This is an optimization exercise on Yosys and OpenROAD, whose aim is small area, not a production implementation.
No functional check of the RTL was part of this run.

### flow/standard.sh
#!/bin/bash
# synth_recipe.tcl (not shown) runs the flow's synth.tcl, then flattens the netlist and writes it again
# the make line also repeats each setting of config.mk as NAME=value (left out here)
make -C /OpenROAD-flow-scripts/flow DESIGN_CONFIG=/design/flow/config.mk WORK_HOME=/design/flow/orfs CLKGATE_MAP_FILE= SYNTH_SCRIPT=/design/flow/synth_recipe.tcl "${@:-finish}"
### flow/design.v
module gos_ha (input logic a, b, output logic s, c);
  assign s = a ^ b;
  assign c = a & b;
endmodule
module gos_fa (input logic a, b, ci, output logic s, co);
  assign s  = a ^ b ^ ci;
  assign co = (a & b) | (ci & (a ^ b));
endmodule
module gos_xor2 (input logic a, b, output logic y);
  assign y = a ^ b;
endmodule
module gos_a21o (input logic a1, a2, b1, output logic y);
  assign y = (a1 & a2) | b1;
endmodule
module gos_colsum (input logic d0, d1, s, output logic c0, c1);
  gos_xor2 u_x (.a(d0), .b(s), .y(c0));
  gos_a21o u_o (.a1(d0), .a2(s), .b1(d1), .y(c1));
endmodule
module gos_cellnext #(parameter U1Z = 0) (
    input  logic u0, u1, k, n0, s,
    input  logic nsel_f, sel_h, sel_l, sel_s,
    input  logic lg, sv,
    output logic d
);
  logic u1e, f;
  assign u1e = U1Z ? 1'b0 : u1;
  assign f = ~nsel_f & ~u1e & (u0 ^ k) & (n0 | s);
  assign d = f | (sel_h & s) | (sel_l & lg) | (sel_s & sv);
endmodule
module gos_add3 #(parameter N = 3) (input logic a, b, ci, output logic s, co);
  if (N == 3) begin : g3
    gos_fa u (.a(a), .b(b), .ci(ci), .s(s), .co(co));
  end else if (N == 2) begin : g2
    gos_ha u (.a(a), .b(b), .s(s), .c(co));
  end else begin : g1
    assign s  = a;
    assign co = 1'b0;
  end
endmodule
module gos_sbit #(parameter NY = 4) (
    input logic [3:0] z, input logic hs,
    input logic [3:0] y, input logic sq,
    output logic d
);
  logic [3:0] ze;
  assign ze = z & ((4'b1 << NY) - 4'b1);
  assign d = (ze[0] & y[0]) | (ze[1] & y[1]) | (ze[2] & y[2]) | (ze[3] & y[3]) | (hs & sq);
endmodule
module gos_life (
    input  logic [299:0] g,
    input  logic [299:0] lg,
    input  logic [299:0] sv,
    input  logic rst, nload, rl, nrl, reset, nreset, step,
    output logic [299:0] gn,
    output logic [299:0] pn0, pk, pu0, pu1, pc0, pc1
);
  logic [299:0] d0, d1, c0, c1, n0, k, u0, u1;
  logic [14:0] nsel_f, sel_h, sel_l, sel_s;
  genvar x, y;
  for (y = 0; y < 15; y++) begin : rsel
    gos_rowsel u (.rst(rst), .nload(nload), .rl(rl), .nrl(nrl), .reset(reset), .nreset(nreset),
                  .step(step), .nsel_f(nsel_f[y]), .sel_h(sel_h[y]), .sel_l(sel_l[y]),
                  .sel_s(sel_s[y]));
  end
  for (y = 0; y < 15; y++) begin : row
    for (x = 0; x < 20; x++) begin : col
      localparam int I = y * 20 + x;
      if (y > 0 && y < 14) begin : gd
        gos_ha u_d (.a(g[I-20]), .b(g[I+20]), .s(d0[I]), .c(d1[I]));
        gos_colsum u_c (.d0(d0[I]), .d1(d1[I]), .s(g[I]), .c0(c0[I]), .c1(c1[I]));
      end else if (y == 0) begin : gt
        assign d0[I] = g[I+20];
        assign d1[I] = 1'b0;
        gos_ha u_c (.a(d0[I]), .b(g[I]), .s(c0[I]), .c(c1[I]));
      end else begin : gb
        assign d0[I] = g[I-20];
        assign d1[I] = 1'b0;
        gos_ha u_c (.a(d0[I]), .b(g[I]), .s(c0[I]), .c(c1[I]));
      end
    end
  end
  for (y = 0; y < 15; y++) begin : row2
    for (x = 0; x < 20; x++) begin : col2
      localparam int I = y * 20 + x;
      localparam int NL = (x > 0 ? 1 : 0) + (x < 19 ? 1 : 0);
      localparam int NH = NL + ((y > 0 && y < 14) ? 1 : 0);
      logic lo_b, lo_c, hi_a, hi_b, hi_c;
      logic l0, l1, r0, r1;
      if (x > 0) begin : gl
        assign l0 = c0[I-1];
        assign l1 = c1[I-1];
      end else begin : gl0
        assign l0 = 1'b0;
        assign l1 = 1'b0;
      end
      if (x < 19) begin : gr
        assign r0 = c0[I+1];
        assign r1 = c1[I+1];
      end else begin : gr0
        assign r0 = 1'b0;
        assign r1 = 1'b0;
      end
      assign lo_b = (x > 0) ? l0 : r0;
      assign lo_c = (x > 0 && x < 19) ? r0 : 1'b0;
      gos_add3 #(.N(NL + 1)) u_lo (.a(d0[I]), .b(lo_b), .ci(lo_c), .s(n0[I]), .co(k[I]));
      if (y > 0 && y < 14) begin : gh3
        assign hi_a = d1[I];
        assign hi_b = (x > 0) ? l1 : r1;
        assign hi_c = (x > 0 && x < 19) ? r1 : 1'b0;
      end else begin : gh2
        assign hi_a = (x > 0) ? l1 : r1;
        assign hi_b = (x > 0 && x < 19) ? r1 : 1'b0;
        assign hi_c = 1'b0;
      end
      gos_add3 #(.N(NH)) u_hi (.a(hi_a), .b(hi_b), .ci(hi_c), .s(u0[I]), .co(u1[I]));
      gos_cellnext #(.U1Z(NH == 1 ? 1 : 0)) u_n (
          .u0(u0[I]), .u1(u1[I]), .k(k[I]), .n0(n0[I]), .s(g[I]),
          .nsel_f(nsel_f[y]), .sel_h(sel_h[y]), .sel_l(sel_l[y]), .sel_s(sel_s[y]),
          .lg(lg[I]), .sv(sv[I]), .d(gn[I]));
    end
  end
  assign pn0 = n0;
  assign pk  = k;
  assign pu0 = u0;
  assign pu1 = u1;
  assign pc0 = c0;
  assign pc1 = c1;
endmodule
module gos_rowsel (input logic rst, nload, rl, nrl, reset, nreset, step,
                   output logic nsel_f, sel_h, sel_l, sel_s);
  gos_nor2 u_l (.a(rst), .b(nload), .y(sel_l));
  gos_nor2 u_s (.a(rl), .b(reset), .y(sel_s));
  gos_nor3 u_h (.a(rl), .b(nreset), .c(step), .y(sel_h));
  gos_nand3 u_f (.a(nrl), .b(reset), .c(step), .y(nsel_f));
endmodule
module gos_gen (
    input  logic [299:0] s,
    input  logic rst, reset,
    output logic [299:0] sn
);
  logic [299:0] x, y;
  logic [300:0] c;
  logic [3:0] shn;
  logic nrr;
  logic [14:0][3:0] z;
  logic [14:0] hs;
  assign c[1] = s[0];
  assign x[0] = ~s[0];
  genvar i;
  for (i = 1; i < 300; i++) begin : inc
    if (i < 299) begin : h
      gos_ha u (.a(s[i]), .b(c[i]), .s(x[i]), .c(c[i+1]));
    end else begin : t
      gos_xor2 u (.a(s[i]), .b(c[i]), .y(x[i]));
    end
  end
  for (i = 0; i < 300; i++) begin : xs
    if (i < 297) begin : g
      gos_xor2 u (.a(x[i]), .b(x[i+3]), .y(y[i]));
    end else begin : t
      assign y[i] = x[i];
    end
  end
  gos_selgen u_sel (.rst(rst), .reset(reset), .sh(y[1:0]), .shn(shn), .nrr(nrr));
  for (i = 0; i < 15; i++) begin : gsel
    gos_grpsel u (.rst(rst), .reset(reset), .nrr(nrr), .shn(shn), .z(z[i]), .hs(hs[i]));
  end
  for (i = 0; i < 300; i++) begin : sb
    localparam int NY = (i < 3) ? i + 1 : 4;
    logic [3:0] yy;
    assign yy[0] = y[i];
    assign yy[1] = (i >= 1) ? y[(i >= 1) ? i-1 : 0] : 1'b0;
    assign yy[2] = (i >= 2) ? y[(i >= 2) ? i-2 : 0] : 1'b0;
    assign yy[3] = (i >= 3) ? y[(i >= 3) ? i-3 : 0] : 1'b0;
    gos_sbit #(.NY(NY)) u (.z(z[i/20]), .hs(hs[i/20]), .y(yy), .sq(s[i]), .d(sn[i]));
  end
endmodule
module gos_selgen (input logic rst, reset, input logic [1:0] sh,
                   output logic [3:0] shn, output logic nrr);
  assign shn = ~(4'b1 << sh);
  assign nrr = rst | ~reset;
endmodule
module gos_grpsel (input logic rst, reset, nrr, input logic [3:0] shn,
                   output logic [3:0] z, output logic hs);
  for (genvar k = 0; k < 4; k++) begin : zk
    gos_nor2 u (.a(nrr), .b(shn[k]), .y(z[k]));
  end
  gos_nor2 u_h (.a(rst), .b(reset), .y(hs));
endmodule
module gos_nor3 (input logic a, b, c, output logic y);
  assign y = ~(a | b | c);
endmodule
module gos_nand3 (input logic a, b, c, output logic y);
  assign y = ~(a & b & c);
endmodule
module gos_vga (
    input  logic rst,
    input  logic [5:0] hs, vs,
    input  logic [4:0] hc,
    input  logic [3:0] vc,
    output logic [5:0] hs_n, vs_n,
    output logic [4:0] hc_n,
    output logic [3:0] vc_n,
    output logic hsync, vsync,
    output logic [19:0] colsel,
    output logic [14:0] rowsel
);
  logic vadv;
  logic [3:0] ca, ra, rb;
  logic [4:0] cb;
  gos_hcnt u_h (.rst(rst), .hs(hs), .hc(hc), .hs_n(hs_n), .hc_n(hc_n), .vadv(vadv), .hsync(hsync));
  gos_vcnt u_v (.rst(rst), .vadv(vadv), .vs(vs), .vc(vc), .vs_n(vs_n), .vc_n(vc_n), .vsync(vsync));
  gos_pre2 u_ca (.a(hc[1:0]), .yn(ca));
  gos_pre3 u_cb (.a(hc[4:2]), .yn(cb));
  gos_pre2 u_ra (.a(vc[1:0]), .yn(ra));
  gos_pre2 u_rb (.a(vc[3:2]), .yn(rb));
  for (genvar i = 0; i < 20; i++) begin : cs
    gos_nor2 u (.a(ca[i % 4]), .b(cb[i / 4]), .y(colsel[i]));
  end
  for (genvar i = 0; i < 15; i++) begin : rs
    gos_nor2 u (.a(ra[i % 4]), .b(rb[i / 4]), .y(rowsel[i]));
  end
endmodule
module gos_nor2 (input logic a, b, output logic y);
  assign y = ~(a | b);
endmodule
module gos_pre2 (input logic [1:0] a, output logic [3:0] yn);
  for (genvar i = 0; i < 4; i++) begin : p
    assign yn[i] = (a != 2'(i));
  end
endmodule
module gos_pre3 (input logic [2:0] a, output logic [4:0] yn);
  for (genvar i = 0; i < 5; i++) begin : p
    assign yn[i] = (a != 3'(i));
  end
endmodule
module gos_hcnt (input logic rst, input logic [5:0] hs, input logic [4:0] hc,
                 output logic [5:0] hs_n, output logic [4:0] hc_n, output logic vadv, hsync);
  logic hsw, hwrap;
  assign hsw   = hs[5] & hs[2] & hs[1] & hs[0];
  assign hwrap = hc[4] & hc[3] & hc[1] & (hs == 6'd16);
  assign hs_n  = (rst | hwrap | hsw) ? 6'd0 : hs + 6'd1;
  assign hc_n  = (rst | hwrap) ? 5'd0 : hc + {4'd0, hsw};
  assign vadv  = (hc == 5'd20) & (hs == 6'd0);
  assign hsync = ((hc == 5'd20) & (hs != 6'd0)) | (hc == 5'd21) | (hc == 5'd22) |
                 ((hc == 5'd23) & (hs <= 6'd8));
endmodule
module gos_vcnt (input logic rst, vadv, input logic [5:0] vs, input logic [3:0] vc,
                 output logic [5:0] vs_n, output logic [3:0] vc_n, output logic vsync);
  logic vsw, vwrap;
  assign vsw   = vs[5] & vs[2] & vs[1] & vs[0];
  assign vwrap = (&vc) & (vs == 6'd28);
  assign vs_n  = (rst | (vadv & (vsw | vwrap))) ? 6'd0 : vs + {5'd0, vadv};
  assign vc_n  = rst ? 4'd0 : vc + {3'd0, vadv & (vsw | vwrap)};
  assign vsync = (&vc) & (vs >= 6'd1) & (vs <= 6'd4);
endmodule
module gos_aoi222 (input logic a1, a2, b1, b2, c1, c2, output logic y);
  assign y = ~((a1 & a2) | (b1 & b2) | (c1 & c2));
endmodule
module gos_aoi22 (input logic a1, a2, b1, b2, output logic y);
  assign y = ~((a1 & a2) | (b1 & b2));
endmodule
module gos_rowpix (input logic [19:0] g, colsel, input logic rowsel, output logic yn);
  logic [6:0] t;
  for (genvar i = 0; i < 6; i++) begin : a
    gos_aoi222 u (.a1(g[3*i]), .a2(colsel[3*i]), .b1(g[3*i+1]), .b2(colsel[3*i+1]),
                  .c1(g[3*i+2]), .c2(colsel[3*i+2]), .y(t[i]));
  end
  gos_aoi22 u6 (.a1(g[18]), .a2(colsel[18]), .b1(g[19]), .b2(colsel[19]), .y(t[6]));
  gos_rowcomb u_c (.t(t), .rowsel(rowsel), .yn(yn));
endmodule
module gos_rowcomb (input logic [6:0] t, input logic rowsel, output logic yn);
  assign yn = ~(rowsel & ~(&t));
endmodule
module gos_pixel (input logic [299:0] g, input logic [19:0] colsel, input logic [14:0] rowsel, input logic rst,
                  output logic pix);
  logic [14:0] rn;
  for (genvar r = 0; r < 15; r++) begin : rr
    gos_rowpix u (.g(g[r*20 +: 20]), .colsel(colsel), .rowsel(rowsel[r]), .yn(rn[r]));
  end
  gos_pixcomb u_c (.rn(rn), .rst(rst), .pix(pix));
endmodule
module gos_pixcomb (input logic [14:0] rn, input logic rst, output logic pix);
  assign pix = ~rst & ~(&rn);
endmodule
module gos_count (
    input  logic [299:0] g, pn0, pk, pu0, pu1, pc0, pc1,
    output logic [8:0] n
);
  logic t1, t2, t3, t4, t5, t6, t7, t8, t9, t10, t11, t12, t13, t14, t15, t16, t17, t18, t19, t20, t21, t22, t23, t24, t25, t26, t27, t28, t29, t30, t31, t32, t33, t34, t35, t36, t37, t38, t39, t40, t41, t42, t43, t44, t45, t46, t47, t48, t49, t50, t51, t52, t53, t54, t55, t56, t57, t58, t59, t60, t61, t62, t63, t64, t65, t66, t67, t68, t69, t70, t71, t72, t73, t74, t75, t76, t77, t78, t79, t80, t81, t82, t83, t84, t85, t86, t87, t88, t89, t90, t91, t92, t93, t94, t95, t96, t97, t98, t99, t100, t101, t102, t103, t104, t105, t106, t107, t108, t109, t110, t111, t112, t113, t114, t115, t116, t117, t118, t119, t120, t121, t122, t123, t124, t125, t126, t127, t128, t129, t130, t131, t132, t133, t134, t135, t136, t137, t138, t139, t140, t141, t142, t143, t144, t145, t146, t147, t148, t149, t150, t151, t152, t153, t154, t155, t156, t157, t158, t159, t160, t161, t162, t163, t164, t165, t166, t167, t168, t169, t170, t171, t172, t173, t174, t175, t176, t177, t178, t179, t180, t181, t182, t183, t184, t185, t186, t187, t188, t189, t190, t191, t192, t193, t194, t195, t196, t197, t198, t199, t200, t201, t202, t203, t204, t205, t206, t207, t208, t209, t210, t211, t212, t213, t214, t215, t216, t217, t218, t219, t220, t221, t222, t223, t224, t225, t226, t227, t228, t229, t230, t231, t232, t233, t234, t235, t236, t237, t238, t239, t240, t241, t242, t243, t244, t245, t246, t247, t248, t249, t250, t251, t252, t253, t254, t255, t256, t257, t258, t259, t260, t261, t262, t263, t264, t265, t266, t267, t268, t269, t270, t271, t272, t273, t274, t275, t276, t277, t278, t279, t280, t281, t282, t283, t284, t285, t286, t287, t288, t289, t290, t291, t292, t293, t294, t295, t296, t297, t298, t299, t300, t301, t302, t303, t304, t305, t306, t307, t308, t309, t310, t311, t312, t313, t314, t315, t316, t317, t318, t319, t320, t321, t322, t323, t324, t325, t326, t327, t328, t329, t330, t331, t332;
  gos_fa u_t1 (.a(pn0[21]), .b(g[21]), .ci(pn0[24]), .s(t1), .co(t2));
  gos_fa u_t3 (.a(g[24]), .b(pn0[27]), .ci(g[27]), .s(t3), .co(t4));
  gos_fa u_t5 (.a(pn0[30]), .b(g[30]), .ci(pn0[33]), .s(t5), .co(t6));
  gos_fa u_t7 (.a(g[33]), .b(pn0[36]), .ci(g[36]), .s(t7), .co(t8));
  gos_fa u_t9 (.a(pc0[38]), .b(pc0[39]), .ci(pn0[81]), .s(t9), .co(t10));
  gos_fa u_t11 (.a(g[81]), .b(pn0[84]), .ci(g[84]), .s(t11), .co(t12));
  gos_fa u_t13 (.a(pn0[87]), .b(g[87]), .ci(pn0[90]), .s(t13), .co(t14));
  gos_fa u_t15 (.a(g[90]), .b(pn0[93]), .ci(g[93]), .s(t15), .co(t16));
  gos_fa u_t17 (.a(pn0[96]), .b(g[96]), .ci(pc0[98]), .s(t17), .co(t18));
  gos_fa u_t19 (.a(pc0[99]), .b(pn0[141]), .ci(g[141]), .s(t19), .co(t20));
  gos_fa u_t21 (.a(pn0[144]), .b(g[144]), .ci(pn0[147]), .s(t21), .co(t22));
  gos_fa u_t23 (.a(g[147]), .b(pn0[150]), .ci(g[150]), .s(t23), .co(t24));
  gos_fa u_t25 (.a(pn0[153]), .b(g[153]), .ci(pn0[156]), .s(t25), .co(t26));
  gos_fa u_t27 (.a(g[156]), .b(pc0[158]), .ci(pc0[159]), .s(t27), .co(t28));
  gos_fa u_t29 (.a(pn0[201]), .b(g[201]), .ci(pn0[204]), .s(t29), .co(t30));
  gos_fa u_t31 (.a(g[204]), .b(pn0[207]), .ci(g[207]), .s(t31), .co(t32));
  gos_fa u_t33 (.a(pn0[210]), .b(g[210]), .ci(pn0[213]), .s(t33), .co(t34));
  gos_fa u_t35 (.a(g[213]), .b(pn0[216]), .ci(g[216]), .s(t35), .co(t36));
  gos_fa u_t37 (.a(pc0[218]), .b(pc0[219]), .ci(pn0[261]), .s(t37), .co(t38));
  gos_fa u_t39 (.a(g[261]), .b(pn0[264]), .ci(g[264]), .s(t39), .co(t40));
  gos_fa u_t41 (.a(pn0[267]), .b(g[267]), .ci(pn0[270]), .s(t41), .co(t42));
  gos_fa u_t43 (.a(g[270]), .b(pn0[273]), .ci(g[273]), .s(t43), .co(t44));
  gos_fa u_t45 (.a(pn0[276]), .b(g[276]), .ci(pc0[278]), .s(t45), .co(t46));
  gos_fa u_t47 (.a(pc0[279]), .b(t1), .ci(t3), .s(t47), .co(t48));
  gos_fa u_t49 (.a(t5), .b(t7), .ci(t9), .s(t49), .co(t50));
  gos_fa u_t51 (.a(t11), .b(t13), .ci(t15), .s(t51), .co(t52));
  gos_fa u_t53 (.a(t17), .b(t19), .ci(t21), .s(t53), .co(t54));
  gos_fa u_t55 (.a(t23), .b(t25), .ci(t27), .s(t55), .co(t56));
  gos_fa u_t57 (.a(t29), .b(t31), .ci(t33), .s(t57), .co(t58));
  gos_fa u_t59 (.a(t35), .b(t37), .ci(t39), .s(t59), .co(t60));
  gos_fa u_t61 (.a(t41), .b(t43), .ci(t45), .s(t61), .co(t62));
  gos_fa u_t63 (.a(t47), .b(t49), .ci(t51), .s(t63), .co(t64));
  gos_fa u_t65 (.a(t53), .b(t55), .ci(t57), .s(t65), .co(t66));
  gos_fa u_t67 (.a(t59), .b(t61), .ci(t63), .s(t67), .co(t68));
  gos_ha u_t69 (.a(t65), .b(t67), .s(t69), .c(t70));
  gos_fa u_t71 (.a(pk[21]), .b(pu0[21]), .ci(pk[24]), .s(t71), .co(t72));
  gos_fa u_t73 (.a(pu0[24]), .b(pk[27]), .ci(pu0[27]), .s(t73), .co(t74));
  gos_fa u_t75 (.a(pk[30]), .b(pu0[30]), .ci(pk[33]), .s(t75), .co(t76));
  gos_fa u_t77 (.a(pu0[33]), .b(pk[36]), .ci(pu0[36]), .s(t77), .co(t78));
  gos_fa u_t79 (.a(pc1[38]), .b(pc1[39]), .ci(pk[81]), .s(t79), .co(t80));
  gos_fa u_t81 (.a(pu0[81]), .b(pk[84]), .ci(pu0[84]), .s(t81), .co(t82));
  gos_fa u_t83 (.a(pk[87]), .b(pu0[87]), .ci(pk[90]), .s(t83), .co(t84));
  gos_fa u_t85 (.a(pu0[90]), .b(pk[93]), .ci(pu0[93]), .s(t85), .co(t86));
  gos_fa u_t87 (.a(pk[96]), .b(pu0[96]), .ci(pc1[98]), .s(t87), .co(t88));
  gos_fa u_t89 (.a(pc1[99]), .b(pk[141]), .ci(pu0[141]), .s(t89), .co(t90));
  gos_fa u_t91 (.a(pk[144]), .b(pu0[144]), .ci(pk[147]), .s(t91), .co(t92));
  gos_fa u_t93 (.a(pu0[147]), .b(pk[150]), .ci(pu0[150]), .s(t93), .co(t94));
  gos_fa u_t95 (.a(pk[153]), .b(pu0[153]), .ci(pk[156]), .s(t95), .co(t96));
  gos_fa u_t97 (.a(pu0[156]), .b(pc1[158]), .ci(pc1[159]), .s(t97), .co(t98));
  gos_fa u_t99 (.a(pk[201]), .b(pu0[201]), .ci(pk[204]), .s(t99), .co(t100));
  gos_fa u_t101 (.a(pu0[204]), .b(pk[207]), .ci(pu0[207]), .s(t101), .co(t102));
  gos_fa u_t103 (.a(pk[210]), .b(pu0[210]), .ci(pk[213]), .s(t103), .co(t104));
  gos_fa u_t105 (.a(pu0[213]), .b(pk[216]), .ci(pu0[216]), .s(t105), .co(t106));
  gos_fa u_t107 (.a(pc1[218]), .b(pc1[219]), .ci(pk[261]), .s(t107), .co(t108));
  gos_fa u_t109 (.a(pu0[261]), .b(pk[264]), .ci(pu0[264]), .s(t109), .co(t110));
  gos_fa u_t111 (.a(pk[267]), .b(pu0[267]), .ci(pk[270]), .s(t111), .co(t112));
  gos_fa u_t113 (.a(pu0[270]), .b(pk[273]), .ci(pu0[273]), .s(t113), .co(t114));
  gos_fa u_t115 (.a(pk[276]), .b(pu0[276]), .ci(pc1[278]), .s(t115), .co(t116));
  gos_fa u_t117 (.a(pc1[279]), .b(t2), .ci(t4), .s(t117), .co(t118));
  gos_fa u_t119 (.a(t6), .b(t8), .ci(t10), .s(t119), .co(t120));
  gos_fa u_t121 (.a(t12), .b(t14), .ci(t16), .s(t121), .co(t122));
  gos_fa u_t123 (.a(t18), .b(t20), .ci(t22), .s(t123), .co(t124));
  gos_fa u_t125 (.a(t24), .b(t26), .ci(t28), .s(t125), .co(t126));
  gos_fa u_t127 (.a(t30), .b(t32), .ci(t34), .s(t127), .co(t128));
  gos_fa u_t129 (.a(t36), .b(t38), .ci(t40), .s(t129), .co(t130));
  gos_fa u_t131 (.a(t42), .b(t44), .ci(t46), .s(t131), .co(t132));
  gos_fa u_t133 (.a(t48), .b(t50), .ci(t52), .s(t133), .co(t134));
  gos_fa u_t135 (.a(t54), .b(t56), .ci(t58), .s(t135), .co(t136));
  gos_fa u_t137 (.a(t60), .b(t62), .ci(t64), .s(t137), .co(t138));
  gos_fa u_t139 (.a(t66), .b(t68), .ci(t70), .s(t139), .co(t140));
  gos_fa u_t141 (.a(t71), .b(t73), .ci(t75), .s(t141), .co(t142));
  gos_fa u_t143 (.a(t77), .b(t79), .ci(t81), .s(t143), .co(t144));
  gos_fa u_t145 (.a(t83), .b(t85), .ci(t87), .s(t145), .co(t146));
  gos_fa u_t147 (.a(t89), .b(t91), .ci(t93), .s(t147), .co(t148));
  gos_fa u_t149 (.a(t95), .b(t97), .ci(t99), .s(t149), .co(t150));
  gos_fa u_t151 (.a(t101), .b(t103), .ci(t105), .s(t151), .co(t152));
  gos_fa u_t153 (.a(t107), .b(t109), .ci(t111), .s(t153), .co(t154));
  gos_fa u_t155 (.a(t113), .b(t115), .ci(t117), .s(t155), .co(t156));
  gos_fa u_t157 (.a(t119), .b(t121), .ci(t123), .s(t157), .co(t158));
  gos_fa u_t159 (.a(t125), .b(t127), .ci(t129), .s(t159), .co(t160));
  gos_fa u_t161 (.a(t131), .b(t133), .ci(t135), .s(t161), .co(t162));
  gos_fa u_t163 (.a(t137), .b(t139), .ci(t141), .s(t163), .co(t164));
  gos_fa u_t165 (.a(t143), .b(t145), .ci(t147), .s(t165), .co(t166));
  gos_fa u_t167 (.a(t149), .b(t151), .ci(t153), .s(t167), .co(t168));
  gos_fa u_t169 (.a(t155), .b(t157), .ci(t159), .s(t169), .co(t170));
  gos_fa u_t171 (.a(t161), .b(t163), .ci(t165), .s(t171), .co(t172));
  gos_fa u_t173 (.a(t167), .b(t169), .ci(t171), .s(t173), .co(t174));
  gos_fa u_t175 (.a(pu1[21]), .b(pu1[24]), .ci(pu1[27]), .s(t175), .co(t176));
  gos_fa u_t177 (.a(pu1[30]), .b(pu1[33]), .ci(pu1[36]), .s(t177), .co(t178));
  gos_fa u_t179 (.a(pu1[81]), .b(pu1[84]), .ci(pu1[87]), .s(t179), .co(t180));
  gos_fa u_t181 (.a(pu1[90]), .b(pu1[93]), .ci(pu1[96]), .s(t181), .co(t182));
  gos_fa u_t183 (.a(pu1[141]), .b(pu1[144]), .ci(pu1[147]), .s(t183), .co(t184));
  gos_fa u_t185 (.a(pu1[150]), .b(pu1[153]), .ci(pu1[156]), .s(t185), .co(t186));
  gos_fa u_t187 (.a(pu1[201]), .b(pu1[204]), .ci(pu1[207]), .s(t187), .co(t188));
  gos_fa u_t189 (.a(pu1[210]), .b(pu1[213]), .ci(pu1[216]), .s(t189), .co(t190));
  gos_fa u_t191 (.a(pu1[261]), .b(pu1[264]), .ci(pu1[267]), .s(t191), .co(t192));
  gos_fa u_t193 (.a(pu1[270]), .b(pu1[273]), .ci(pu1[276]), .s(t193), .co(t194));
  gos_fa u_t195 (.a(t72), .b(t74), .ci(t76), .s(t195), .co(t196));
  gos_fa u_t197 (.a(t78), .b(t80), .ci(t82), .s(t197), .co(t198));
  gos_fa u_t199 (.a(t84), .b(t86), .ci(t88), .s(t199), .co(t200));
  gos_fa u_t201 (.a(t90), .b(t92), .ci(t94), .s(t201), .co(t202));
  gos_fa u_t203 (.a(t96), .b(t98), .ci(t100), .s(t203), .co(t204));
  gos_fa u_t205 (.a(t102), .b(t104), .ci(t106), .s(t205), .co(t206));
  gos_fa u_t207 (.a(t108), .b(t110), .ci(t112), .s(t207), .co(t208));
  gos_fa u_t209 (.a(t114), .b(t116), .ci(t118), .s(t209), .co(t210));
  gos_fa u_t211 (.a(t120), .b(t122), .ci(t124), .s(t211), .co(t212));
  gos_fa u_t213 (.a(t126), .b(t128), .ci(t130), .s(t213), .co(t214));
  gos_fa u_t215 (.a(t132), .b(t134), .ci(t136), .s(t215), .co(t216));
  gos_fa u_t217 (.a(t138), .b(t140), .ci(t142), .s(t217), .co(t218));
  gos_fa u_t219 (.a(t144), .b(t146), .ci(t148), .s(t219), .co(t220));
  gos_fa u_t221 (.a(t150), .b(t152), .ci(t154), .s(t221), .co(t222));
  gos_fa u_t223 (.a(t156), .b(t158), .ci(t160), .s(t223), .co(t224));
  gos_fa u_t225 (.a(t162), .b(t164), .ci(t166), .s(t225), .co(t226));
  gos_fa u_t227 (.a(t168), .b(t170), .ci(t172), .s(t227), .co(t228));
  gos_fa u_t229 (.a(t174), .b(t175), .ci(t177), .s(t229), .co(t230));
  gos_fa u_t231 (.a(t179), .b(t181), .ci(t183), .s(t231), .co(t232));
  gos_fa u_t233 (.a(t185), .b(t187), .ci(t189), .s(t233), .co(t234));
  gos_fa u_t235 (.a(t191), .b(t193), .ci(t195), .s(t235), .co(t236));
  gos_fa u_t237 (.a(t197), .b(t199), .ci(t201), .s(t237), .co(t238));
  gos_fa u_t239 (.a(t203), .b(t205), .ci(t207), .s(t239), .co(t240));
  gos_fa u_t241 (.a(t209), .b(t211), .ci(t213), .s(t241), .co(t242));
  gos_fa u_t243 (.a(t215), .b(t217), .ci(t219), .s(t243), .co(t244));
  gos_fa u_t245 (.a(t221), .b(t223), .ci(t225), .s(t245), .co(t246));
  gos_fa u_t247 (.a(t227), .b(t229), .ci(t231), .s(t247), .co(t248));
  gos_fa u_t249 (.a(t233), .b(t235), .ci(t237), .s(t249), .co(t250));
  gos_fa u_t251 (.a(t239), .b(t241), .ci(t243), .s(t251), .co(t252));
  gos_fa u_t253 (.a(t245), .b(t247), .ci(t249), .s(t253), .co(t254));
  gos_ha u_t255 (.a(t251), .b(t253), .s(t255), .c(t256));
  gos_fa u_t257 (.a(t176), .b(t178), .ci(t180), .s(t257), .co(t258));
  gos_fa u_t259 (.a(t182), .b(t184), .ci(t186), .s(t259), .co(t260));
  gos_fa u_t261 (.a(t188), .b(t190), .ci(t192), .s(t261), .co(t262));
  gos_fa u_t263 (.a(t194), .b(t196), .ci(t198), .s(t263), .co(t264));
  gos_fa u_t265 (.a(t200), .b(t202), .ci(t204), .s(t265), .co(t266));
  gos_fa u_t267 (.a(t206), .b(t208), .ci(t210), .s(t267), .co(t268));
  gos_fa u_t269 (.a(t212), .b(t214), .ci(t216), .s(t269), .co(t270));
  gos_fa u_t271 (.a(t218), .b(t220), .ci(t222), .s(t271), .co(t272));
  gos_fa u_t273 (.a(t224), .b(t226), .ci(t228), .s(t273), .co(t274));
  gos_fa u_t275 (.a(t230), .b(t232), .ci(t234), .s(t275), .co(t276));
  gos_fa u_t277 (.a(t236), .b(t238), .ci(t240), .s(t277), .co(t278));
  gos_fa u_t279 (.a(t242), .b(t244), .ci(t246), .s(t279), .co(t280));
  gos_fa u_t281 (.a(t248), .b(t250), .ci(t252), .s(t281), .co(t282));
  gos_fa u_t283 (.a(t254), .b(t256), .ci(t257), .s(t283), .co(t284));
  gos_fa u_t285 (.a(t259), .b(t261), .ci(t263), .s(t285), .co(t286));
  gos_fa u_t287 (.a(t265), .b(t267), .ci(t269), .s(t287), .co(t288));
  gos_fa u_t289 (.a(t271), .b(t273), .ci(t275), .s(t289), .co(t290));
  gos_fa u_t291 (.a(t277), .b(t279), .ci(t281), .s(t291), .co(t292));
  gos_fa u_t293 (.a(t283), .b(t285), .ci(t287), .s(t293), .co(t294));
  gos_fa u_t295 (.a(t289), .b(t291), .ci(t293), .s(t295), .co(t296));
  gos_fa u_t297 (.a(t258), .b(t260), .ci(t262), .s(t297), .co(t298));
  gos_fa u_t299 (.a(t264), .b(t266), .ci(t268), .s(t299), .co(t300));
  gos_fa u_t301 (.a(t270), .b(t272), .ci(t274), .s(t301), .co(t302));
  gos_fa u_t303 (.a(t276), .b(t278), .ci(t280), .s(t303), .co(t304));
  gos_fa u_t305 (.a(t282), .b(t284), .ci(t286), .s(t305), .co(t306));
  gos_fa u_t307 (.a(t288), .b(t290), .ci(t292), .s(t307), .co(t308));
  gos_fa u_t309 (.a(t294), .b(t296), .ci(t297), .s(t309), .co(t310));
  gos_fa u_t311 (.a(t299), .b(t301), .ci(t303), .s(t311), .co(t312));
  gos_fa u_t313 (.a(t305), .b(t307), .ci(t309), .s(t313), .co(t314));
  gos_ha u_t315 (.a(t311), .b(t313), .s(t315), .c(t316));
  gos_fa u_t317 (.a(t298), .b(t300), .ci(t302), .s(t317), .co(t318));
  gos_fa u_t319 (.a(t304), .b(t306), .ci(t308), .s(t319), .co(t320));
  gos_fa u_t321 (.a(t310), .b(t312), .ci(t314), .s(t321), .co(t322));
  gos_fa u_t323 (.a(t316), .b(t317), .ci(t319), .s(t323), .co(t324));
  gos_ha u_t325 (.a(t321), .b(t323), .s(t325), .c(t326));
  gos_fa u_t327 (.a(t318), .b(t320), .ci(t322), .s(t327), .co(t328));
  gos_fa u_t329 (.a(t324), .b(t326), .ci(t327), .s(t329), .co(t330));
  gos_ha u_t331 (.a(t328), .b(t330), .s(t331), .c(t332));
  assign n = {t332, t331, t329, t325, t315, t295, t255, t173, t69};
endmodule
module gos_display (
    input  logic [8:0] n,
    input  logic rst, tick,
    input  logic [1:0] kp,
    input  logic [3:0] code,
    output logic [1:0] kp_n,
    output logic [3:0] code_n,
    output logic [7:0] segment_pins,
    output logic [3:0] display_select
);
  logic [3:0] ones, tens;
  logic [1:0] hund;
  logic [3:0] ksel;
  logic hold;
  gos_bcd2 u_bcd (.n(n), .ones(ones), .tens(tens), .hund(hund));
  gos_kp u_kp (.rst(rst), .tick(tick), .kp(kp), .kp_n(kp_n), .ksel(ksel), .hold(hold));
  for (genvar b = 0; b < 4; b++) begin : cb
    gos_codebit #(.HB(b < 2)) u (.rst(rst), .hold(hold), .ksel(ksel), .o(ones[b]), .t(tens[b]),
                                 .h(hund[b < 2 ? b : 0]), .q(code[b]), .d(code_n[b]));
  end
  gos_seg7 u_seg (.c(code), .seg(segment_pins[6:0]));
  assign segment_pins[7] = 1'b0;
  gos_dsel u_ds (.c(code), .kp(kp), .sel(display_select));
endmodule
module gos_kp (input logic rst, tick, input logic [1:0] kp, output logic [1:0] kp_n,
               output logic [3:0] ksel, output logic hold);
  logic t;
  assign t = tick & ~rst;
  assign kp_n[0] = rst | (kp[0] ^ tick);
  assign kp_n[1] = rst | (kp[1] ^ (tick & kp[0]));
  assign ksel[0] = t & kp[1] & kp[0];
  assign ksel[1] = t & ~kp[1] & ~kp[0];
  assign ksel[2] = t & ~kp[1] & kp[0];
  assign ksel[3] = t & kp[1] & ~kp[0];
  assign hold = ~tick & ~rst;
endmodule
module gos_codebit #(parameter HB = 1) (input logic rst, hold, input logic [3:0] ksel,
                                        input logic o, t, h, q, output logic d);
  logic he;
  assign he = HB ? h : 1'b0;
  assign d = rst | (ksel[0] & o) | (ksel[1] & t) | (ksel[2] & he) | (hold & q);
endmodule
module gos_seg7 (input logic [3:0] c, output logic [6:0] seg);
  gos_s0 u0 (.c(c), .y(seg[0]));
  gos_s1 u1 (.c(c), .y(seg[1]));
  gos_s2 u2 (.c(c), .y(seg[2]));
  gos_s3 u3 (.c(c), .y(seg[3]));
  gos_s4 u4 (.c(c), .y(seg[4]));
  gos_s5 u5 (.c(c), .y(seg[5]));
  gos_s6 u6 (.c(c), .y(seg[6]));
endmodule
module gos_s0 (input logic [3:0] c, output logic y);
  assign y = ~(c[3] & c[2] | c[2] & ~c[1] & ~c[0] | ~c[3] & ~c[2] & ~c[1] & c[0]);
endmodule
module gos_s1 (input logic [3:0] c, output logic y);
  assign y = ~c[2] | ~c[1] & ~c[0] | ~c[3] & c[1] & c[0];
endmodule
module gos_s2 (input logic [3:0] c, output logic y);
  assign y = ~c[1] | ~c[3] & c[2] | ~c[2] & c[0];
endmodule
module gos_s3 (input logic [3:0] c, output logic y);
  assign y = ~(c[2] & c[1] & c[0] | c[2] & ~c[1] & ~c[0] | ~c[3] & ~c[2] & ~c[1] & c[0]);
endmodule
module gos_s4 (input logic [3:0] c, output logic y);
  assign y = ~c[0] & (~c[2] | c[1]);
endmodule
module gos_s5 (input logic [3:0] c, output logic y);
  assign y = ~(c[1] & c[0] | ~c[2] & c[1] | ~c[3] & ~c[2] & c[0]);
endmodule
module gos_s6 (input logic [3:0] c, output logic y);
  assign y = ~(~c[3] & ~c[2] & ~c[1] | c[2] & c[1] & c[0]);
endmodule
module gos_dsel (input logic [3:0] c, input logic [1:0] kp, output logic [3:0] sel);
  logic v;
  assign v = ~(&c);
  assign sel[0] = v & ~kp[1] & ~kp[0];
  assign sel[1] = v & ~kp[1] & kp[0];
  assign sel[2] = v & kp[1] & ~kp[0];
  assign sel[3] = v & kp[1] & kp[0];
endmodule
module gos_dd3 #(parameter TOP0 = 0) (input logic [3:0] x, output logic [3:0] y);
  logic x3;
  assign x3 = TOP0 ? 1'b0 : x[3];
  assign y[3] = x3 | (x[2] & x[0]) | (x[2] & x[1]);
  assign y[2] = (x3 & x[0]) | (x[2] & ~x[1] & ~x[0]);
  assign y[1] = (x3 & ~x[0]) | (~x[2] & x[1]) | (x[1] & x[0]);
  assign y[0] = (x3 & ~x[0]) | (~x3 & ~x[2] & x[0]) | (x[2] & x[1] & ~x[0]);
endmodule
module gos_bcd2 (input logic [8:0] n, output logic [3:0] ones, tens, output logic [1:0] hund);
  logic [3:0] a1,a2,a3,a4,a5,a6,b1,b2,b3;
  gos_dd3 #(1) u1 (.x({1'b0,n[8:6]}), .y(a1));
  gos_dd3 #(0) u2 (.x({a1[2:0],n[5]}), .y(a2));
  gos_dd3 #(0) u3 (.x({a2[2:0],n[4]}), .y(a3));
  gos_dd3 #(0) u4 (.x({a3[2:0],n[3]}), .y(a4));
  gos_dd3 #(1) v1 (.x({1'b0,a1[3],a2[3],a3[3]}), .y(b1));
  gos_dd3 #(0) u5 (.x({a4[2:0],n[2]}), .y(a5));
  gos_dd3 #(0) v2 (.x({b1[2:0],a4[3]}), .y(b2));
  gos_dd3 #(0) u6 (.x({a5[2:0],n[1]}), .y(a6));
  gos_dd3 #(0) v3 (.x({b2[2:0],a5[3]}), .y(b3));
  assign ones = {a6[2:0], n[0]};
  assign tens = {b3[2:0], a6[3]};
  assign hund = {b2[3], b3[3]};   
endmodule
module game_of_silicon (
    input logic clk,
    input logic rst,
    input logic reset,
    input logic load,
    input logic [299:0] load_grid,
    output logic [299:0] grid_out,
    output logic [7:0] segment_pins,
    output logic [3:0] display_select,
    output logic [2:0] rgb,
    output logic vsync,
    output logic hsync
);
  logic [299:0] grid, gen;
  logic [6:0]   tcnt;       
  logic [1:0]   kp;
  logic [3:0]   code;
  logic [5:0]   hs, vs;
  logic [4:0]   hc;
  logic [3:0]   vc;
  logic         pix_q;
  logic [299:0] grid_n, gen_n;
  logic [6:0]   tcnt_n;
  logic [1:0]   kp_n;
  logic [3:0]   code_n;
  logic [5:0]   hs_n, vs_n;
  logic [4:0]   hc_n;
  logic [3:0]   vc_n;
  logic         pix;
  always_ff @(posedge clk) begin
    grid  <= grid_n;
    gen   <= gen_n;
    tcnt  <= tcnt_n;
    kp    <= kp_n;
    code  <= code_n;
    hs    <= hs_n;
    vs    <= vs_n;
    hc    <= hc_n;
    vc    <= vc_n;
    pix_q <= pix;
  end
  logic tick_display, tick_generation;
  gos_ticks u_ticks (.rst(rst), .t(tcnt), .t_n(tcnt_n), .td(tick_display), .tg(tick_generation));
  logic nload, rl, nrl, nreset;
  gos_gridsel u_gsel (.rst(rst), .load(load), .reset(reset),
                      .nload(nload), .rl(rl), .nrl(nrl), .nreset(nreset));
  logic [299:0] pn0, pk, pu0, pu1, pc0, pc1;
  gos_life u_life (.g(grid), .lg(load_grid), .sv(gen), .rst(rst), .nload(nload), .rl(rl),
                   .nrl(nrl), .reset(reset), .nreset(nreset), .step(tick_generation), .gn(grid_n),
                   .pn0(pn0), .pk(pk), .pu0(pu0), .pu1(pu1), .pc0(pc0), .pc1(pc1));
  gos_gen u_gen (.s(gen), .rst(rst), .reset(reset), .sn(gen_n));
  logic [8:0] n;
  gos_count u_cnt (.g(grid), .pn0(pn0), .pk(pk), .pu0(pu0), .pu1(pu1), .pc0(pc0), .pc1(pc1), .n(n));
  gos_display u_disp (.n(n), .rst(rst), .tick(tick_display), .kp(kp), .code(code),
                      .kp_n(kp_n), .code_n(code_n), .segment_pins(segment_pins),
                      .display_select(display_select));
  logic [19:0] colsel;
  logic [14:0] rowsel;
  gos_vga u_vga (.rst(rst), .hs(hs), .vs(vs), .hc(hc), .vc(vc), .hs_n(hs_n), .vs_n(vs_n),
                 .hc_n(hc_n), .vc_n(vc_n), .hsync(hsync), .vsync(vsync),
                 .colsel(colsel), .rowsel(rowsel));
  gos_pixel u_pix (.g(grid), .colsel(colsel), .rowsel(rowsel), .rst(rst), .pix(pix));
  assign grid_out = grid;
  assign rgb = {pix_q, 1'b0, pix_q};
endmodule
module gos_ticks (input logic rst, input logic [6:0] t, output logic [6:0] t_n,
                  output logic td, tg);
  assign td  = (t[3:0] == 4'hf);
  assign tg  = (t == 7'd63);
  assign t_n = rst ? 7'd8 : t + 7'd1;
endmodule
module gos_gridsel (input logic rst, load, reset,
                    output logic nload, rl, nrl, nreset);
  assign nload  = ~load;
  assign rl     = rst | load;
  assign nrl    = ~(rst | load);
  assign nreset = ~reset;
endmodule
### flow/config.mk
export PLATFORM = sky130hd
export DESIGN_NAME = game_of_silicon
export DESIGN_NICKNAME = game_of_silicon
export VERILOG_FILES = /design/flow/design.v
export SDC_FILE = /design/flow/constraint.sdc
export NUM_CORES = 8
export LEC_CHECK = 0
export ABC_AREA = 0
export CAP_MARGIN = 20
export CORE_MARGIN = 2
export CORE_UTILIZATION = 45
export SLEW_MARGIN = 20
export SYNTH_HIERARCHICAL = 1
### flow/flow/run.sh
#!/bin/bash
# Layout flow: the standard flow (standard.sh: ORFS synthesis to finish),
# with three changes to how the layout is made:
#  - the port buffers that ORFS puts on every input and output are the
#    smallest buffer cell (buf_1) instead of ORFS's default pick;
#  - the clock tree uses larger sink clusters and no dummy loads;
#  - after placement, logic cells that drive only a few pins are swapped to the
#    smallest drive strength of the same function (flow/downsize.tcl), and
#    repair_design then fixes any slew or capacitance limit.
# Every tool's output goes to standard_run.log here and to ORFS's own logs
# under orfs/logs.
set -o pipefail
HERE=$(pwd)
export BUFFER_PORTS_ARGS="-buffer_cell sky130_fd_sc_hd__buf_1"
export CTS_ARGS="-sink_clustering_enable -repair_clock_nets -dont_use_dummy_load -sink_clustering_size 25 -sink_clustering_max_diameter 110 -buf_list {sky130_fd_sc_hd__clkbuf_8 sky130_fd_sc_hd__clkbuf_16}"
export POST_RESIZE_TCL="$HERE/flow/downsize.tcl"
bash standard.sh > standard_run.log 2>&1
### flow/constraint.sdc
create_clock -name core_clock -period 400.0 [get_ports {clk}]
set_input_delay 80.0000 -clock core_clock [delete_from_list [all_inputs] [get_ports {clk}]]
set_output_delay 80.0000 -clock core_clock [all_outputs]
set_load 0.01 [all_outputs]
### flow/flow/downsize.tcl
# Swap logic cells to the smallest drive strength of the same function when
# they drive only a few pins; repair_design afterwards fixes any slew or
# capacitance limit the smaller cells break.
set block [ord::get_db_block]
set db [ord::get_db]
set swapped 0
set saved 0.0
foreach inst [$block getInsts] {
  set master [$inst getMaster]
  set name [$master getName]
  if {![regexp {^(sky130_fd_sc_hd__[a-z0-9]+)_([0-9]+)$} $name -> base drive]} { continue }
  if {$drive <= 1} { continue }
  # leave clock-tree, delay and port buffers alone
  set short [string range $base 16 end]
  if {[regexp {^(clkbuf|clkinv|clkdly|dlygate|dlymetal|bufinv|buf|conb|diode|tap|fill|decap|df|dl|sdf|edf|sedf)} $short]} { continue }
  # fanout of the output pins
  set fanout 0
  foreach it [$inst getITerms] {
    if {[$it isOutputSignal]} {
      set net [$it getNet]
      if {$net ne "NULL"} { set fanout [expr {$fanout + [llength [$net getITerms]] - 1 + [llength [$net getBTerms]]}] }
    }
  }
  if {$fanout > 6} { continue }
  set best ""
  set best_area [expr {[$master getWidth] * [$master getHeight]}]
  foreach d {1 0} {
    set cand [$db findMaster ${base}_$d]
    if {$cand eq "NULL"} { continue }
    set a [expr {[$cand getWidth] * [$cand getHeight]}]
    if {$a < $best_area} { set best $cand; set best_area $a }
  }
  if {$best eq ""} { continue }
  set old [expr {[$master getWidth] * [$master getHeight]}]
  replace_cell [$inst getName] [$best getName]
  incr swapped
  set saved [expr {$saved + ($old - $best_area) / 1e6}]
}
puts "downsize: swapped $swapped cells, [format %.1f $saved] um2 less"
estimate_parasitics -placement
repair_design
==> summary.md <==
| Metric | Value |
|---|---|
| Synth warn | 7 |
| Crit path time final | 82.41 ns |
| Worst setup EP type | output pin |
| H-tree Lvls | 2 |
| Total number of vias | ~57000 |
| Worst-margin pin slew | roughly 1.2 ns |
| Routed len/inst | about 33 µm |
| Commonest cells after routing, fill and taps aside | 705 x ha_1, 690 x a222oi_1, 665 x fa_1 |
| Chip height | ~370 µm |
| Clock skew | 0.0746 ns |
| TritonCTS clock tree | yes |
| Post-synth net total | 7206 |
| Startpoint types | flip-flop |
| R2R Path End | gen[296] |
| Post-cts sizing count | 0 |
| Area of the core | roughly 140000 µm² |
| Final Hold Viols | 0 |
| TritonCTS Buffers | 40 |
| Largest net degree at the start of global routing | between 60 and 70 |
| Hold Path Origin | tcnt[0] |
| Critical Path AT | around 2.4 ns |
| Initial drt markers | between 10000 and 15000 |
| Hold Path Class | flip-flop to flip-flop |
| Most common cell after layout, fill and taps aside | ha_1 |
| Hold path depth | 1 |
| Reg-to-Reg Start | gen[0] |
| Avg Cell Area, Syn | about 11 µm² |
| Worst-Skew Late Latency | about 0.68 ns |
| RSZ-0062 raised after global routing | no |
| IO Port Bufs | 618 |
| CTS sink cnt | about 640 |
| Kind of critical path | flip-flop to output pin |
| Setup-failing EPs final | 0 |
| GRT overflow | 0 |
| Placer Congestion | slightly above 1 |
| Share of layout cells above drive strength 1 | approximately 5.4% |
| First-pass GRT wire length | a little under 400000 µm |
| Cell count after synthesis | between 5000 and 6000 |
| Status | timing/DRC/antenna clean |
| Number of hold buffers added after cts | 0 |
| Rel. slew slack | 21.3% |
| Final WL | 268000 µm |
| DR DRC count | 0 |
| Max-cap viol count | 0 |
| Synthesized cell area | about 61000 µm² |
| Setup bufs post-CTS | 0 |
| Initial antenna violation count | 6 |
| Root buffer cell | clkbuf_16 |
| Clock slew at reported path FFs | roughly 0.10 ns |
| Die width | 373 µm |
| Fin Setup TNS | 0 ns |
| Worst Path Required | 320.00 ns |
| Final core utilization | roughly 51% |
| Max Clk Rate | 12.1 MHz |
| Via density | 6.97 |
| Vias in the first global route | between 50000 and 60000 |
| R2r setup slk | about 340 ns |
| DRT Pass-1 Iters | 14 |
| Final Cycle Share | slightly above 20% |
| Die area | between 100000 and 150000 µm² |
| R2R cell count | between 300 and 400 |
| Final ANT Viol Nets | 0 |
| Worst-path maximum fanout | 3 |
| Nets | approximately 8000 |
| Post-DP HPWL | between 200000 and 250000 µm |
| Clk buf depth | 3 |
| Layout area overhead | 11.5% |
| Initial Utilization | ~45% |
| Gr usage total | a little under two fifths |
| # rows | between 100 and 150 |
| WHS Endpoint | tcnt[0] |
| # IOs | 621 |
| Fin. max-slew vios | 0 |
## through the flow
step           hold slack (ns)  std cells  setup WS [ns]  instance area, µm²
3_5_place_dp             0.421       8138         317.18               67500
2_1_floorplan            0.413       5532         317.73               61400
3_3_place_gp             0.425       8137         316.98               67600
4_1_cts                  0.444       8178         317.58               68500
6_report                 0.440       8181         317.59               68500
5_1_grt                  0.463       8178         317.48               68500
## cell type report
class / instances / area [µm²]
inverter: 23 / 86.3
clock buffer: 40 / 1000
multi-input combinational: 4835 / 48300
sequential: 635 / 12700
timing repair buffer: 864 / 4170
tap: 1781 / 2230
antenna: 3 / 7.51
fill: 12500 / 67000
## layer usage
| layer | track usage [%] | part of all wire, % |
|---|---|---|
| met5 | 0.274 | 0.038 |
| met4 | 22.0 | 6.8 |
| met3 | 9.93 | 12 |
| met2 | 54.5 | 42 |
| met1 | 49.0 | 39 |
## how the worst max path moves through the flow
| stage | startpoint | to | cells after the start |
|---|---|---|---|
| 4_1_cts | hs[1] | hsync | 6 |
| 2_1_floorplan | rst | gen[10] | 4 |
| 3_5_place_dp | rst | grid[73] | 6 |
| 3_3_place_gp | rst | grid[169] | 7 |
| 5_1_grt | hs[1] | hsync | 6 |
| 6_report | hs[1] | hsync | 6 |
## state kept, by name, indices dropped and copies added, names as in the netlist
signal / cells
hs: 6
code: 4
tcnt: 7
gen: 300
grid: 300
vc: 4
vs: 6
hc: 5
kp: 2
pix_q: 1
## critical path, cell delays in order (launching register included)
cell     delay, ns
dfxtp_1       0.34
inv_1         0.06
ha_1          0.15
or4b_1        0.55
o41ai_1       0.30
a31oi_1       0.14
buf_1         0.22

[port drivers added, routing unchanged]
In the flow no input, the clock included, has a driving cell. The finished layout below was timed again as built, in two steps.
Step 1 sets driving cells, clkbuf_16 on the clock port and buf_2 on the other inputs (assumed; they add their load-dependent delay and slew).
Step 2, shift: input delay + t, output delay - t, t = (earliest + latest rising clock arrival at the registers) / 2. This alone moves slack from input paths to output paths.
Slacks: ideal / step 1 / step 2; pairs: ideal / step 1.
shift t [ns]: 0.728
setup WS [ns]: 317.586 / 317.505 / 316.946
hold WS [ns]: 0.440 / 0.440 / 0.440
worst setup path after step 2: input to register
After both steps this run still meets setup and hold. The setup slack of this run moves by -0.081 ns with the drivers and by -0.640 ns with both steps.
